What follows belongs to an exercise in optimizing a design on an open flow for small area and a short achievable clock period; a production flow would make more cautious choices. At most, simulation tests tie the RTL to the original design; equivalence was not proved. Function not checked in run 1: the RTL went through the layout flow alone.

==> flow/design.v, too long to show whole: its modules and the start of the top module <==
// module dist_sort: 2354 lines
// module fa: 4 lines
// module absdiff: 13 lines
// module square: 22 lines
module dist_sort (
    input logic        clk, rst,
    input logic [63:0] query,
    input logic [63:0] search_0,
    input logic [63:0] search_1,
    input logic [63:0] search_2,
    input logic [63:0] search_3,
    input logic [63:0] search_4,
    input logic [63:0] search_5,
    input logic [63:0] search_6,
    input logic [63:0] search_7,
    input logic        in_valid,
    output logic [2:0] addr_1st,
    output logic [2:0] addr_2nd,
    output logic       out_valid
);
  // ...
==> flow/run.sh <==
#!/bin/bash
# synth_recipe.tcl (not shown) runs the flow's synth.tcl, then flattens the netlist and writes it again
# the make line also repeats each setting of config.mk as NAME=value (left out here)
make -C /OpenROAD-flow-scripts/flow DESIGN_CONFIG=/design/flow/config.mk WORK_HOME=/design/flow/orfs CLKGATE_MAP_FILE= SYNTH_SCRIPT=/design/flow/synth_recipe.tcl finish
==> flow/config.mk <==
export PLATFORM = sky130hd
export DESIGN_NAME = dist_sort
export DESIGN_NICKNAME = dist_sort
export VERILOG_FILES = /design/flow/design.v
export SDC_FILE = /design/flow/constraint.sdc
export NUM_CORES = 4
export LEC_CHECK = 0
export ABC_AREA = 1
export CAP_MARGIN = 20
export CORE_MARGIN = 2
export CORE_UTILIZATION = 60
export CTS_BUF_LIST = sky130_fd_sc_hd__clkbuf_4 sky130_fd_sc_hd__clkbuf_8
export SLEW_MARGIN = 20
export SYNTH_HIERARCHICAL = 1
export SYNTH_MINIMUM_KEEP_SIZE = 0
==> flow/constraint.sdc <==
create_clock -name core_clock -period 17.0 [get_ports {clk}]
set_input_delay 3.4000 -clock core_clock [delete_from_list [all_inputs] [get_ports {clk}]]
set_output_delay 3.4000 -clock core_clock [all_outputs]
set_load 0.01 [all_outputs]
==> impl_results.md, run 1 <==
- Asr flop ratio synth: 0.486%
- Syn_area_per_cell: 8.03 um^2
- Worst hold slack: 0.360 ns
- Status: complete, no violations
- Actual slew at the worst max-slew pin: 1.25 ns
- DP HPWL: 180000 um
- Fin crit period: 5.72 ns
- Hold Path Class: register to register
- Max Used Layer: met5
- Fin crit share: 33.6%
- Routed vias/inst: 5.47
- Largest net degree at the start of global routing: 16
- Drt wl/cell: 22.1 um
- PostCTS Resize Cnt: 0
- CTS root buffer: clkbuf_8
- Crit path launch type: input port
- Setup WS pre-CTS: 10.57 ns
- Synth Flop Type: dfxtp_1
- Critical Path End Type: register
- Met3 WL: 23700 um
- Setup crit end: m_r[111][3]$_DFF_P_
- TritonCTS buffer count: 109
- PnR worst setup slack: 11.28 ns
- Most Crowded Layer GR: met2
- Sequential cell area: 12400 um^2
- Max transition margin: 16.4%
- Reg2reg end: d[5][11]$_DFF_P_
- Fmax: 175 MHz
- Placed Cells: 9986
==> inputs of run 2 (changes only) <==
--- a/flow/design.v
+++ b/flow/design.v
@@ -2331,17 +2331,17 @@
     end
     logic [7:0] first, second;
     always_comb begin
         for (int j = 0; j < 8; j++) begin
             logic [7:0] lose;
             for (int i = 0; i < 8; i++)
                 lose[i] = (i < j) ? le[i][j] : (i > j) ? ~le[j][i] : 1'b0;
             first[j] = lose == 8'd0;
-            second[j] = $onehot(lose);
+            second[j] = (lose != 8'd0) && ((lose & (lose - 8'd1)) == 8'd0);
         end
     end
     function automatic logic [2:0] enc(input logic [7:0] oh);
         enc = {oh[4] | oh[5] | oh[6] | oh[7], oh[2] | oh[3] | oh[6] | oh[7], oh[1] | oh[3] | oh[5] | oh[7]};
     endfunction
     always_ff @(posedge clk) begin
         addr_1st <= enc(first);
         addr_2nd <= enc(second);
==> flow/config.mk (replaced) <==
export PLATFORM = sky130hd
export DESIGN_NAME = dist_sort
export DESIGN_NICKNAME = dist_sort
export VERILOG_FILES = /design/flow/design.v
export SDC_FILE = /design/flow/constraint.sdc
export NUM_CORES = 4
export LEC_CHECK = 0
export ABC_AREA = 1
export CAP_MARGIN = 20
export CORE_MARGIN = 2
export CORE_UTILIZATION = 40
export SLEW_MARGIN = 20
export SYNTH_HIERARCHICAL = 1
export SYNTH_MINIMUM_KEEP_SIZE = 0
==> run 2 against run 1 <==
Net effect: via count shrank 2.7%; critical path depth is the same.
==> impl_results.md, run 2 <==
- Share of Yosys cell area claimed by the top area cell type: 35.5%
- Met2 GRT Util: 47.5%
- FILL cells: 15278
- R2r worst-path depth: 18
- Met1 GRT Util: 39.8%
- Asr flop ratio synth: 0.486% (unchanged)
- Top cells by count, synth: nand2_1, inv_1, fa_1, nand3_1, dfxtp_1
- Fin crit share: 33.9% (+0.23 points)
- Chip width: 404 um
- Leading area contributor after synthesis: fa_1
- Initial antenna violation count: 11
- WHS Endpoint: v[2]$_DFF_PP0_
- Final nets: 10617
- Crit path launch type: input port
- Fmax: 174 MHz (-0.67%)
- Clk sink count: 617
- Hold Crit Start: v[1]$_DFF_PP0_
- DRC viols: 0
- First-pass GRT wire length: 354000 um
- Die Footprint: 163000 um^2
- Synth Area in Compound Gates: 4.23%
- Synth Flop Type: dfxtp_1
- Sequential cell area: 12400 um^2 (unchanged)
- Worst Skew: 0.0471 ns
- Post-Syn Nets: 9970
- Seq/Total Area, Yosys: 19.3%
- Max stage delay cell, worst path: fa_1
- RSZ-0062 raised after global routing: false
- Mux contribution to synthesized area: 0%
- Setup WS pre-CTS: 10.59 ns (+0.0127 ns)
- Crit-path cells: clkdlybuf4s50_1 > inv_1 > ha_1 > fa_1 > fa_1 > fa_1 > inv_1 > nand3_1 > nand2_1
- Max-slew violations: 0
- Initial Util: 40.4%
- Largest net degree at the start of global routing: 15 (-1)
- Post-Synth Simple-Gate Area: 25.2%
- Commonest non-fill, non-tap cell in the layout: nand2_1
- Max transition margin: 18.1% (+1.7 points)
- Multi-input gate area: 45700 um^2
- Worst-skew pair later-pin latency: 0.70 ns
- Critical Path End Type: register
- DP HPWL: 199000 um (+10%)
- DRT Wirelength: 245000 um
- Routed vias/inst: 5.00 (-8.7%)
- Fin crit period: 5.76 ns (+0.0389 ns)
- Drt wl/cell: 22.6 um (+2.2%)
- Via count: 54271
- Grt ovf: 0
- PnR worst setup slack: 11.24 ns (-0.0389 ns)
- H-Tree Depth: 3
- Worst r2r src: m_r[32][2]$_DFF_P_
- Layout area overhead: 17.5%
- Hold Path Class: register to register
- Core box area: 159000 um^2
- MaxCap Viol Count: 0
- Post-Synth Adder-Cell Area: 39.3%
- Distinct cells, synth: 37
- First-pass iteration count of the detailed router: 8
- GR Util All Layers: 30.2%
- Critical path class: input port to register
- Worst hold slack: 0.357 ns (-0.00225 ns)
- Fin Setup TNS: 0 ns
- XOR/XNOR share of the synthesized area: 2.70%
- GPL Wtd Cong: 0.974
- Crit-path max cell delay: 0.52 ns
- Cell mode on critical path: fa_1
- Number of flops mapped to enable cells by yosys: 0
- CP delay by family, top: adder cells
- I/O Buffers: 585
- Layout cell share with drive strength beyond 1: 7.10%
- Actual slew at the worst max-slew pin: 1.23 ns (-0.0251 ns)
- Syn_area_per_cell: 7.94 um^2 (-1.2%)
- Most common cell in the netlist: nand2_1
- Most Crowded Layer GR: met2
- Number of global-route vias before repair: 54595
- Hold path depth: 0
- # rows: 146
- Largest buffer count on any clock path: 3
- Num ports: 586
- Commonest cells after routing, fill and taps aside: nand2_1, inv_1, fa_1
- Reg2reg end: d[2][11]$_DFF_P_
- Finish-stage setup viols: 0
- Crit path buffers/inverters: 3
- Max FFs per register: 512
- Yosys reg bits: 617
- 1st-iter DRT viols: 4124
- Ranking of synthesized cells by area: fa_1, dfxtp_1, nand2_1
- Clock-pin transition on the worst setup and hold timing paths: 0.06 ns
- Synthesis warning total: 16
- PostCTS Resize Cnt: 0 (unchanged)
- Post-CTS Hold Buffers: 0
- Largest family of logic cells by synthesized area: adder cells
- CTS tree: done
- Setup Fix Bufs, Post-CTS: 0
- Top reg by flops: m_r
- Status: complete, no violations
- Global routing usage on met3: 5.87%
- Crit Path Max Fanout: 8
- DRT antenna net count: 0
- Final Hold Fails: 0
- Post-Syn Area: 64000 um^2
- Critical path arrival: 6.32 ns
- Worst reg-to-reg setup slack: 11.46 ns
- CTS root buffer: clkbuf_16
- TritonCTS buffer count: 80 (-27%)
- Biggest regs: m_r x512, d x96
- Synth Instances: 8063
- Die Ht: 404 um
- Worst path required time: 17.56 ns
==> run 2: per-module statistics from Yosys (local to each module, per instance) <==
module | cell area [um^2] | cells | flops+latches | copies in the design
absdiff | 78.8 | 16 | 0 | 128
dist_sort | 20700 | 2319 | 617 | 1
fa | 20.0 | 1 | 0 | 1136
square | 81.3 | 20 | 0 | 128
==> run 2: layout make-up <==
class	count	share of cell area (%)
Multi-Input combinational cell	5899	60.8
Sequential cell	617	16.4
Timing Repair Buffer	627	8.20
Inverter	1485	7.41
Tap cell	2072	3.45
Clock buffer	104	3.01
Clock inverter	42	0.647
Antenna cell	11	0.0366
==> run 2: worst max-delay path by stage <==
stage                  startpoint            endpoint  slack [ns]  depth (start not counted)
2_1_floorplan            query[0]   m_r[0][3]$_DFF_P_       11.80                          8
3_3_place_gp            query[56]  m_r[78][3]$_DFF_P_       10.65                          9
3_5_place_dp            query[48]  m_r[92][3]$_DFF_P_       10.59                          9
4_1_cts                 query[48]  m_r[92][3]$_DFF_P_       11.33                          9
5_1_grt        m_r[32][2]$_DFF_P_    d[2][11]$_DFF_P_       11.00                         19
6_report                query[48]  m_r[92][3]$_DFF_P_       11.24                          9
==> run 2: worst register-to-register path: cells and delay by family, from the launching register on <==
family / cells / cell delay (ns)
adders and majority gates: 7 / 3.15
AOI/OAI and AO/OA: 4 / 1.24
DFF: 1 / 0.40
and+or+nand+nor: 5 / 0.40
buffers and inverters: 2 / 0.14
==> run 2: metal layers <==
metal / share of wire [%] / up-vias / routed length, um
met1: 43 / 26191 / 106000
met4: 6.0 / 0 / 14800
met3: 6.5 / 365 / 16000
met5: 0 / - / 0
met2: 44 / 1771 / 109000
li1: - / 25944 / -
==> run 2: stage by stage <==
| step | instance area, um^2 | utilization [%] | std cells |
|---|---|---|---|
| after global placement | 72400 | 45.7 | 10700 |
| after global routing | 75200 | 47.4 | 10846 |
| after CTS | 75200 | 47.4 | 10846 |
| after detailed placement | 72400 | 45.7 | 10700 |
| after floorplan | 64000 | - | 8063 |
| final | 75200 | 47.4 | 10857 |
==> run 2: cells by family (layout without fill, tap and decap cells) <==
| kind of cell | count (synthesis) | count (layout) |
|---|---|---|
| XOR/XNOR | 197 | 197 |
| adder cells (fa/ha/maj) | 1328 | 1328 |
| AND/OR/NAND/NOR | 3911 | 3911 |
| other | 0 | 11 |
| AO/OA/AOI/OAI | 463 | 463 |
| flip-flops | 617 | 617 |
| buffers and inverters | 1547 | 2258 |
==> inputs of run 3 (changes only) <==
==> flow/flow/run.sh (new file) <==
#!/bin/bash
# The standard layout (standard.sh: synthesis to final layout), with every input and
# output port buffered by the platform's smallest buffer instead of the default choice.
set -euo pipefail
export BUFFER_PORTS_ARGS="-buffer_cell sky130_fd_sc_hd__buf_1"
bash standard.sh > standard.log 2>&1
==> flow/standard.sh (new file) <==
#!/bin/bash
# synth_recipe.tcl (not shown) runs the flow's synth.tcl, then flattens the netlist and writes it again
# the make line also repeats each setting of config.mk as NAME=value (left out here)
make -C /OpenROAD-flow-scripts/flow DESIGN_CONFIG=/design/flow/config.mk WORK_HOME=/design/flow/orfs CLKGATE_MAP_FILE= SYNTH_SCRIPT=/design/flow/synth_recipe.tcl "${@:-finish}"
removed: flow/run.sh
==> run 3 against run 2 <==
Net effect: clock skew down 0.012 ns; highest routed layer is now met5; area after synthesis did not move; core utilization fell by 2.4 points; critical path type is now register to register; fmax rose by 5.5%; first-iteration DRC count fell by 2.0%; critical path depth grew 7; register-to-register slack better by 0.08 ns.
==> impl_results.md, run 3 <==
- Status: complete, no violations
- PostCTS Resize Cnt: 0 (unchanged)
- I/O Buffers: 585 (unchanged)
- Syn_area_per_cell: 7.94 um^2 (unchanged)
- Worst-skew pair later-pin latency: 0.70 ns (about the same)
- Ranking of synthesized cells by area: fa_1, dfxtp_1, nand2_1
- Top cells by count, synth: nand2_1, inv_1, fa_1, nand3_1, dfxtp_1
- Finish-stage setup viols: 0 (unchanged)
- Layout area overhead: 11.6%
- Asr flop ratio synth: 0.486% (unchanged)
- DRT Wirelength: 239000 um (-2.6%)
- Share of Yosys cell area claimed by the top area cell type: 35.5% (unchanged)
- Drt wl/cell: 22.0 um (-2.4%)
- Post-CTS Hold Buffers: 0 (unchanged)
- Core box area: 159000 um^2 (unchanged)
- GPL Wtd Cong: 0.998 (+2.5%)
- DRC viols: 0 (unchanged)
- Yosys reg bits: 617 (unchanged)
- Post-Syn Nets: 9970 (unchanged)
- Fmax: 183 MHz (+5.5%)
- Number of global-route vias before repair: 54567 (-0.051%)
- Most common cell in the netlist: nand2_1
- 1st-iter DRT viols: 4042 (-2.0%)
- Routed vias/inst: 5.01 (+0.31%)
- Num ports: 586 (unchanged)
- Hold Path Class: register to register
- # rows: 146 (unchanged)
- H-Tree Depth: 3 (unchanged)
- Synthesis warning total: 16 (unchanged)
- Commonest cells after routing, fill and taps aside: nand2_1, inv_1, fa_1
- Biggest regs: m_r x512, d x96
- Worst path required time: 17.48 ns (-0.08 ns)
- Synth Flop Type: dfxtp_1
- Number of flops mapped to enable cells by yosys: 0 (unchanged)
- Actual slew at the worst max-slew pin: 1.20 ns (-0.0271 ns)
- CTS tree: done
- Grt ovf: 0 (unchanged)
- Clock-pin transition on the worst setup and hold timing paths: 0.06 ns (about the same)
- Distinct cells, synth: 37 (unchanged)
- Worst Skew: 0.0350 ns (-0.0121 ns)
- Max transition margin: 20.0% (+1.9 points)
- Largest buffer count on any clock path: 3 (unchanged)
- Die Footprint: 163000 um^2 (unchanged)
- TritonCTS buffer count: 77 (-3.8%)
- Critical path class: register to register
- Fin Setup TNS: 0 ns (unchanged)
- Layout cell share with drive strength beyond 1: 6.98% (-0.12 points)
- Max FFs per register: 512 (unchanged)
- Fin crit period: 5.46 ns (-0.302 ns)
- DP HPWL: 194000 um (-2.2%)
- Max-slew violations: 0 (unchanged)
- Final nets: 10614 (-0.028%)
- Post-Syn Area: 64000 um^2 (unchanged)
- Synth Instances: 8063 (unchanged)
- Crit-path cells: nand2_2 > nand3_1 > nand2_1 > fa_1 > fa_1 > fa_1 > fa_1 > fa_1 > fa_1 > ha_1 > nand2_1 > o21bai_1 > a21oi_1 > o21bai_1 > a21oi_1 > o21bai_1
- Crit Path Max Fanout: 5 (-3)
- Final Hold Fails: 0 (unchanged)
- Crit-path max cell delay: 0.66 ns (+0.14 ns)
- Critical path arrival: 5.93 ns (-0.39 ns)
- Fin crit share: 32.1% (-1.8 points)
- Initial Util: 40.4% (unchanged)
- RSZ-0062 raised after global routing: false
- Final instance area: 71400 um^2 (-5.1%)
- Crit path launch type: register
- Initial antenna violation count: 13 (+2)
- Top reg by flops: m_r
- Critical Path End Type: register
- First-pass iteration count of the detailed router: 7 (-1)
- Commonest non-fill, non-tap cell in the layout: nand2_1
- DP Area: 68800 um^2 (-5.1%)
- Chip width: 404 um (unchanged)
- Max stage delay cell, worst path: o21bai_1
- Clk sink count: 617 (unchanged)
- Setup Fix Bufs, Post-CTS: 0 (unchanged)
- First-pass GRT wire length: 346000 um (-2.2%)
- GR Util All Layers: 29.4% (-0.78 points)
- DRT antenna net count: 0 (unchanged)
- MaxCap Viol Count: 0 (unchanged)
- Cell mode on critical path: fa_1
- Seq/Total Area, Yosys: 19.3% (unchanged)
- Largest net degree at the start of global routing: 15 (unchanged)
- Via count: 54351 (+0.15%)
- Die Ht: 404 um (unchanged)
- Leading area contributor after synthesis: fa_1
- CTS root buffer: clkbuf_16
run 3: cell counts after synthesis:
No cell type changed its count.
run 3: metal layers:
layer / wire length [um] / track usage, % / up-vias
li1: - / - / 25912
met1: 101000 / 38.5 / 26196
met2: 107000 / 46.6 / 1843
met3: 17500 / 6.17 / 390
met4: 13300 / 13.9 / 10
met5: 69 / 0 / -
run 3: worst paths after layout:
kind | start | to | slack [ns] | depth (start not counted)
max | m_r[16][2]$_DFF_P_ | d[1][11]$_DFF_P_ | 11.54 | 16
min | v[1]$_DFF_PP0_ | v[2]$_DFF_PP0_ | 0.35 | 0
max reg2reg | m_r[16][2]$_DFF_P_ | d[1][11]$_DFF_P_ | 11.54 | 16
min reg2reg | v[1]$_DFF_PP0_ | v[2]$_DFF_PP0_ | 0.35 | 0
max in group asynchronous | rst | v[2]$_DFF_PP0_ | 14.32 | 2
min in group asynchronous | rst | v[0]$_DFF_PP0_ | 2.55 | 2
run 3: area by class of cell:
class,count,area [um^2]
Fill cell,15701,87200
Multi-Input combinational cell,5899,45700
Sequential cell,617,12400
Inverter,1485,5570
Tap cell,2072,2590
Timing Repair Buffer,627,2510
Clock buffer,103,2180
Clock inverter,34,427
Antenna cell,2,5.00
run 3: per-stage QoR:
step	setup WS (ns)	std cells	hold slack, ns	utilization (%)
2_1_floorplan	11.80	8063	0.331	-
3_5_place_dp	10.96	10700	0.340	43.4
5_1_grt	11.41	10837	0.367	45.0
3_3_place_gp	11.00	10700	0.337	43.4
4_1_cts	11.69	10837	0.352	45.0
6_report	11.54	10839	0.350	45.0
run 3: Yosys stat by module, one instance, submodules excluded:
module,flip-flops and latches,copies in the design,cells inside
square,0,128,20
absdiff,0,128,16
dist_sort,617,1,2319
fa,0,1136,1
run 3: critical path, delay by kind of cell (launching register included):
kind	cells	cell delay [ns]
fa+ha+maj	7	3.22
compound gates	5	1.27
simple gates	4	0.32
flops	1	0.42
run 3: cells by family after synthesis:
kind of cell             count (synthesis)  synth area share, %
AND/OR/NAND/NOR                       3911                 25.2
adder cells (fa/ha/maj)               1328                 39.3
XOR/XNOR                               197                 2.70
flip-flops                             617                 19.3
AO/OA/AOI/OAI                          463                 4.23
buffers and inverters                 1547                 9.20
==> inputs of run 4 (changes only) <==
--- a/flow/config.mk
+++ b/flow/config.mk
@@ -10,5 +10,5 @@
 export CORE_MARGIN = 2
 export CORE_UTILIZATION = 40
-export SLEW_MARGIN = 20
+export SLEW_MARGIN = 80
 export SYNTH_HIERARCHICAL = 1
 export SYNTH_MINIMUM_KEEP_SIZE = 0
==> run 4 against run 3 <==
Net effect: still clean on timing, DRC and antenna; non-clock buffer count grew 56; synthesized cell count unchanged; fmax up 3.9%; first-iteration DRC count is 3.3% higher; count of clock-buffer cells in the layout up 9; area after synthesis did not move; worst setup slack better by 0.20 ns; critical endpoint is now d[7][10]$_DFF_P_.
==> impl_results.md, run 4 <==
- Hold Path Class: register to register
- PnR worst setup slack: 11.75 ns (+0.203 ns)
- GPL Wtd Cong: 0.998 (unchanged)
- Clock-pin transition on the worst setup and hold timing paths: 0.06 ns (about the same)
- Largest net degree at the start of global routing: 15 (unchanged)
- Finish-stage setup viols: 0 (unchanged)
- Die Ht: 404 um (unchanged)
- GR Util All Layers: 29.7% (+0.25 points)
- Cell Count, Final, Fillers Out: 10902 (+0.58%)
- Fin crit share: 30.9% (-1.2 points)
- Ranking of synthesized cells by area: fa_1, dfxtp_1, nand2_1
- Worst-skew pair later-pin latency: 0.69 ns (about the same)
- Final Hold Fails: 0 (unchanged)
- Routed vias/inst: 5.02 (about the same)
- 1st-iter DRT viols: 4176 (+3.3%)
- Max FFs per register: 512 (unchanged)
- Drt wl/cell: 22.0 um (-0.23%)
- Worst Skew: 0.0355 ns (+0.000538 ns)
- Worst path required time: 17.59 ns (+0.11 ns)
- PostCTS Resize Cnt: 0 (unchanged)
- Setup WS pre-CTS: 11.23 ns (+0.269 ns)
- Crit Path Max Fanout: 5 (unchanged)
- Largest buffer count on any clock path: 3 (unchanged)
- First-pass iteration count of the detailed router: 6 (-1)
- Core box area: 159000 um^2 (unchanged)
- CTS root buffer: clkbuf_16
- Biggest regs: m_r x512, d x96
- # rows: 146 (unchanged)
- Leading area contributor after synthesis: fa_1
- DRT Wirelength: 240000 um (+0.35%)
- First-pass GRT wire length: 350000 um (+1.0%)
- Fmax: 190 MHz (+3.9%)
- Initial Util: 40.4% (unchanged)
- Final nets: 10671 (+0.54%)
- FILL cells: 15431 (-1.7%)
- Synth Flop Type: dfxtp_1
- Clk sink count: 617 (unchanged)
- Final instance area: 73900 um^2 (+3.6%)
- Number of flops mapped to enable cells by yosys: 0 (unchanged)
- Yosys reg bits: 617 (unchanged)
- Placed Cells: 10753 (+0.50%)
- Asr flop ratio synth: 0.486% (unchanged)
- Via count: 54713 (+0.67%)
- Initial antenna violation count: 12 (-1)
- Distinct cells, synth: 37 (unchanged)
- Layout cell share with drive strength beyond 1: 10.4% (+3.5 points)
- TritonCTS buffer count: 78 (+1.3%)
- Post-Syn Nets: 9970 (unchanged)
- RSZ-0062 raised after global routing: false
- Post-CTS Hold Buffers: 0 (unchanged)
- Syn_area_per_cell: 7.94 um^2 (unchanged)
- DP HPWL: 209000 um (+7.3%)
- Chip width: 404 um (unchanged)
- DRT antenna net count: 0 (unchanged)
- Crit path launch type: register
- Layout area overhead: 15.6%
- Most common cell in the netlist: nand2_1
- Fin Setup TNS: 0 ns (unchanged)
- Top cells by count, synth: nand2_1, inv_1, fa_1, nand3_1, dfxtp_1
- Setup Fix Bufs, Post-CTS: 0 (unchanged)
- Grt ovf: 0 (unchanged)
- Fin crit period: 5.25 ns (-0.203 ns)
- Critical path class: register to register
- Max-slew violations: 0 (unchanged)
- Commonest cells after routing, fill and taps aside: nand2_1, inv_1, fa_1
- Status: complete, no violations
- Critical Path End Type: register
- MaxCap Viol Count: 0 (unchanged)
- Synth Instances: 8063 (unchanged)
- Max transition margin: 77.9% (+58 points)
- DRC viols: 0 (unchanged)
- Seq/Total Area, Yosys: 19.3% (unchanged)
- I/O Buffers: 585 (unchanged)
- Num ports: 586 (unchanged)
- Die Footprint: 163000 um^2 (unchanged)
- H-Tree Depth: 3 (unchanged)
- Critical path arrival: 5.84 ns (-0.09 ns)
- Actual slew at the worst max-slew pin: 0.331 ns (-0.870 ns)
- Commonest non-fill, non-tap cell in the layout: nand2_1
- CTS tree: done
- Synthesis warning total: 16 (unchanged)
- DP Area: 71000 um^2 (+3.3%)
- Share of Yosys cell area claimed by the top area cell type: 35.5% (unchanged)
- Number of global-route vias before repair: 55253 (+1.3%)
- Top reg by flops: m_r
- Post-Syn Area: 64000 um^2 (unchanged)
[run 4: cell counts after synthesis]
Identical to the previous run, type by type.
[run 4: worst paths after layout]
check / startpoint / to / slack [ns] / depth (start not counted)
setup / recovery: m_r[118][2]$_DFF_P_ / d[7][10]$_DFF_P_ / 11.75 / 22
hold / removal: v[0]$_DFF_PP0_ / v[1]$_DFF_PP0_ / 0.35 / 0
setup reg to reg: m_r[118][2]$_DFF_P_ / d[7][10]$_DFF_P_ / 11.75 / 22
hold reg to reg: v[0]$_DFF_PP0_ / v[1]$_DFF_PP0_ / 0.35 / 0
max in group asynchronous: rst / v[0]$_DFF_PP0_ / 14.34 / 2
min in group asynchronous: rst / v[1]$_DFF_PP0_ / 2.53 / 2
[run 4: modules after synthesis, one instance, submodules excluded]
| module | cell area, um^2 | flip-flops and latches |
|---|---|---|
| absdiff | 78.8 | 0 |
| square | 81.3 | 0 |
| dist_sort | 20700 | 617 |
| fa | 20.0 | 0 |
[run 4: worst max-delay path, stage by stage, from the launching register on]
cell     delay [ns]
dfxtp_1        0.42
inv_1          0.08
nand2_1        0.06
nand2_1        0.04
nand2_1        0.05
inv_1          0.05
fa_1           0.58
fa_1           0.43
fa_1           0.46
fa_1           0.46
fa_1           0.54
fa_1           0.44
ha_1           0.30
nand2_1        0.06
inv_1          0.08
a21oi_1        0.16
inv_1          0.08
a21oi_2        0.19
inv_1          0.06
a21oi_1        0.12
nor2_1         0.06
nor2_1         0.16
xor2_2         0.25
[run 4: area by class of cell]
cell class | count | area [um^2] | share of cell area [%]
multi-input combinational | 5899 | 46200 | 62.5
antenna | 5 | 12.5 | 0.0169
tap | 2072 | 2590 | 3.51
inverter | 1485 | 5740 | 7.76
clock buffer | 112 | 2310 | 3.12
timing repair buffer | 683 | 4160 | 5.62
clock inverter | 29 | 410 | 0.555
sequential | 617 | 12500 | 17.0
[run 4: kinds of logic (layout without fill, tap and decap cells)]
kind of cell | count (synthesis) | after routing | synth area share (%)
and+or+nand+nor | 3911 | 3911 | 25.2
other | 0 | 5 | 0
xor gates and xnor gates | 197 | 197 | 2.70
DFF | 617 | 617 | 19.3
buffers and inverters | 1547 | 2309 | 9.20
AOI/OAI and AO/OA | 463 | 463 | 4.23
adders and majority gates | 1328 | 1328 | 39.3
[run 4: through the flow]
step                      hold slack (ns)  utilization [%]
final                               0.355             46.6
after CTS                           0.361             46.5
after global placement              0.337             43.4
after detailed placement            0.337             44.8
after global routing                0.364             46.6
after floorplan                     0.331                -
[run 4: layer usage]
metal | up-vias | part of all wire, % | track usage [%]
li1 | 26034 | - | -
met1 | 26417 | 42 | 38.8
met2 | 1883 | 45 | 46.9
met3 | 377 | 7.2 | 6.14
met4 | 2 | 5.5 | 14.3
met5 | - | 0.0058 | 0
==> inputs of run 5 (changes only) <==
--- a/flow/config.mk
+++ b/flow/config.mk
@@ -7,8 +7,9 @@
 export LEC_CHECK = 0
 export ABC_AREA = 1
-export CAP_MARGIN = 20
+export CAP_MARGIN = 50
 export CORE_MARGIN = 2
-export CORE_UTILIZATION = 40
-export SLEW_MARGIN = 80
+export CORE_UTILIZATION = 55
+export CTS_BUF_LIST = sky130_fd_sc_hd__clkbuf_4 sky130_fd_sc_hd__clkbuf_8
+export SLEW_MARGIN = 70
 export SYNTH_HIERARCHICAL = 1
 export SYNTH_MINIMUM_KEEP_SIZE = 0
==> run 5 against run 4 <==
Net effect: non-clock buffer count down 41; sequential cell count unchanged; first-iteration DRC count up 14%; global-route usage up 7.5 points; register-to-register slack worse by 0.12 ns; area after synthesis unchanged; die area down 27%; highest routed layer unchanged.
==> impl_results.md, run 5 <==
- Status: complete, no violations
- DR WL met2: 93100 um (-14%)
- Number of flops mapped to enable cells by yosys: 0 (unchanged)
- DRC viols: 0 (unchanged)
- Top reg by flops: m_r
- Setup Fix Bufs, Post-CTS: 0 (unchanged)
- Worst r2r src: m_r[112][2]$_DFF_P_
- GPL Wtd Cong: 1.01 (+1.1%)
- Synthesis warning total: 16 (unchanged)
- Hold Path Class: register to register
- Fin crit period: 5.37 ns (+0.118 ns)
- PostCTS Resize Cnt: 0 (unchanged)
- Max FFs per register: 512 (unchanged)
- CTS root buffer: clkbuf_8
- Actual slew at the worst max-slew pin: 0.491 ns (+0.160 ns)
- First-pass GRT wire length: 323000 um (-7.7%)
- Share of Yosys cell area claimed by the top area cell type: 35.5% (unchanged)
- Layout area overhead: 11.3%
- Critical Path End Type: register
- Die Footprint: 119000 um^2 (-27%)
- Worst Skew: 0.0507 ns (+0.0151 ns)
- Initial antenna violation count: 16 (+4)
- MaxCap Viol Count: 0 (unchanged)
- Worst path required time: 17.63 ns (+0.04 ns)
- Max-slew violations: 0 (unchanged)
- DRT antenna net count: 0 (unchanged)
- Seq/Total Area, Yosys: 19.3% (unchanged)
- Critical path arrival: 6.00 ns (+0.16 ns)
- Leading area contributor after synthesis: fa_1
- Biggest regs: m_r x512, d x96
- Post-Syn Area: 64000 um^2 (unchanged)
- Hold Crit Start: v[0]$_DFF_PP0_
- Num ports: 586 (unchanged)
- Fin crit share: 31.6% (+0.69 points)
- Core box area: 116000 um^2 (-27%)
- 1st-iter DRT viols: 4751 (+14%)
- Drt wl/cell: 21.2 um (-3.4%)
- Fin Setup TNS: 0 ns (unchanged)
- I/O Buffers: 585 (unchanged)
- Yosys reg bits: 617 (unchanged)
- Via count: 55013 (+0.55%)
- WL met1: 90100 um (-11%)
- Asr flop ratio synth: 0.486% (unchanged)
- First-pass iteration count of the detailed router: 9 (+3)
- CTS tree: done
- Initial Util: 55.3% (+15 points)
- GR Util All Layers: 37.2% (+7.5 points)
- Multi-input gate area: 45900 um^2 (-0.73%)
- Finish-stage setup viols: 0 (unchanged)
- Post-Syn Nets: 9970 (unchanged)
- Met3 WL: 20100 um (+16%)
- Worst-skew pair later-pin latency: 0.82 ns (+0.13 ns)
- Sequential cell area: 12400 um^2 (-1.2%)
- Top cells by count, synth: nand2_1, inv_1, fa_1, nand3_1, dfxtp_1
- Layout cell share with drive strength beyond 1: 8.28% (-2.2 points)
- RSZ-0062 raised after global routing: false
- Cell Count, Final, Fillers Out: 10378 (-4.8%)
- Synth Instances: 8063 (unchanged)
- FILL cells: 10443 (-32%)
- Commonest cells after routing, fill and taps aside: nand2_1, inv_1, fa_1
- Post-CTS Hold Buffers: 0 (unchanged)
- H-Tree Depth: 3 (unchanged)
- Ranking of synthesized cells by area: fa_1, dfxtp_1, nand2_1
- Clock-pin transition on the worst setup and hold timing paths: 0.06 ns (about the same)
- Synth Flop Type: dfxtp_1
- Crit path launch type: register
- Number of global-route vias before repair: 53089 (-3.9%)
- Die Ht: 345 um (-15%)
- # rows: 125 (-14%)
- CP Launch Point: m_r[112][2]$_DFF_P_
- DRT Wirelength: 220000 um (-8.1%)
- TritonCTS buffer count: 110 (+41%)
- Crit Path Max Fanout: 5 (unchanged)
- Chip width: 345 um (-15%)
- Largest buffer count on any clock path: 3 (unchanged)
- Final Hold Fails: 0 (unchanged)
- Commonest non-fill, non-tap cell in the layout: nand2_1
- Distinct cells, synth: 37 (unchanged)
- Most common cell in the netlist: nand2_1
- Largest net degree at the start of global routing: 17 (+2)
- Syn_area_per_cell: 7.94 um^2 (unchanged)
- Grt ovf: 0 (unchanged)
- Final nets: 10662 (-0.084%)
- Critical path class: register to register
- Clk sink count: 617 (unchanged)
- Max Used Layer: met5
- Placed Cells: 10165 (-5.5%)
- Max transition margin: 67.3% (-11 points)
- Routed vias/inst: 5.30 (+5.6%)
- DP HPWL: 177000 um (-15%)
- Fmax: 186 MHz (-2.2%)
run 5: cell counts after synthesis:
Identical to the previous run, type by type.
run 5: cells by family after synthesis:
| kind of cell | synth area share (%) |
|---|---|
| DFF | 19.3 |
| buffers and inverters | 9.20 |
| and+or+nand+nor | 25.2 |
| xor gates and xnor gates | 2.70 |
| AOI/OAI and AO/OA | 4.23 |
| adders and majority gates | 39.3 |
run 5: worst max-delay path, cell delays in order, from the launching register on:
cell     delay [ns]
dfxtp_1        0.41
inv_1          0.08
nand2_1        0.06
nand2_1        0.05
nand2_1        0.05
inv_1          0.05
fa_1           0.54
fa_1           0.47
fa_1           0.45
fa_1           0.45
fa_1           0.51
fa_1           0.42
ha_1           0.30
nand2_1        0.07
inv_1          0.07
a21oi_1        0.15
inv_1          0.05
a21oi_1        0.25
inv_1          0.08
a21oi_1        0.14
nor2_1         0.06
nor2_1         0.11
xor2_1         0.38
run 5: Yosys stat by module, one instance, submodules excluded:
module / area, um^2 / flops+latches / copies in the design / cells
square: 81.3 / 0 / 128 / 20
dist_sort: 20700 / 617 / 1 / 2319
absdiff: 78.8 / 0 / 128 / 16
fa: 20.0 / 0 / 1136 / 1
run 5: cell type report:
| cell class | count | area share [%] |
|---|---|---|
| Clock buffer | 156 | 2.84 |
| Multi-Input combinational cell | 5899 | 64.4 |
| Sequential cell | 617 | 17.4 |
| Timing Repair Buffer | 642 | 3.97 |
| Clock inverter | 42 | 0.829 |
| Antenna cell | 13 | 0.0457 |
| Inverter | 1485 | 7.88 |
| Tap cell | 1524 | 2.68 |
run 5: through the flow:
stage / utilization [%] / instance area [um^2] / hold WS, ns / worst slack, ns
2_1_floorplan: - / 64000 / 0.331 / 11.80
3_3_place_gp: 58.9 / 68200 / 0.334 / 11.04
3_5_place_dp: 59.2 / 68500 / 0.341 / 11.34
4_1_cts: 61.5 / 71100 / 0.351 / 11.67
5_1_grt: 61.5 / 71200 / 0.362 / 11.38
6_report: 61.5 / 71200 / 0.346 / 11.63
run 5: final timing paths:
kind	endpoint	slack, ns	cells after the start
worst max register to register	d[7][10]$_DFF_P_	11.63	22
max in group asynchronous	v[0]$_DFF_PP0_	14.46	2
worst max-delay path	d[7][10]$_DFF_P_	11.63	22
min in group asynchronous	v[2]$_DFF_PP0_	2.41	2
worst min register to register	v[1]$_DFF_PP0_	0.35	0
worst min-delay path	v[1]$_DFF_PP0_	0.35	0
run 5: metal layers:
layer,vias up,global-route usage [%]
li1,26036,-
met1,26112,49.6
met2,2322,54.7
met3,531,8.31
met4,12,24.4
met5,-,0

## separate check: timing with driven ports
How much do the figures lean on ideal ports? The routed layouts below were timed once more, with nothing changed but the port constraints.
Step 1 (the two cells are an assumption about what drives the block):
set clk [get_ports {clk}]
set_driving_cell -lib_cell sky130_fd_sc_hd__clkbuf_16 $clk
set_driving_cell -lib_cell sky130_fd_sc_hd__buf_2 [delete_from_list [all_inputs] $clk]
Step 2 moves the port delays by t, midway between the first and last clock arrival at a register: inputs arrive t later, outputs are due t later. That takes back most of the time a late clock gives input paths.
Slacks: ideal / step 1 / step 2; pairs: ideal / step 1.
| run | t (ns) | slack for setup (ns) | hold slack, ns | latest minus earliest clock arrival (ns) |
|---|---|---|---|---|
| run 1 | 0.855 | 11.281 / 11.323 / 10.469 | 0.360 / 0.360 / 0.360 | 0.067 / 0.067 |
| run 2 | 0.756 | 11.242 / 11.299 / 10.543 | 0.357 / 0.357 / 0.357 | 0.047 / 0.047 |
| run 3 | 0.762 | 11.543 / 11.543 / 10.926 | 0.350 / 0.350 / 0.350 | 0.040 / 0.039 |
| run 4 | 0.764 | 11.746 / 11.746 / 11.212 | 0.355 / 0.355 / 0.355 | 0.046 / 0.047 |
| run 5 | 0.871 | 11.629 / 11.629 / 11.281 | 0.346 / 0.346 / 0.346 | 0.050 / 0.051 |
After both steps setup and hold are still met in every run listed. The setup slack of run 1, which loses most, moves by +0.042 ns with the drivers and by -0.812 ns with both steps.
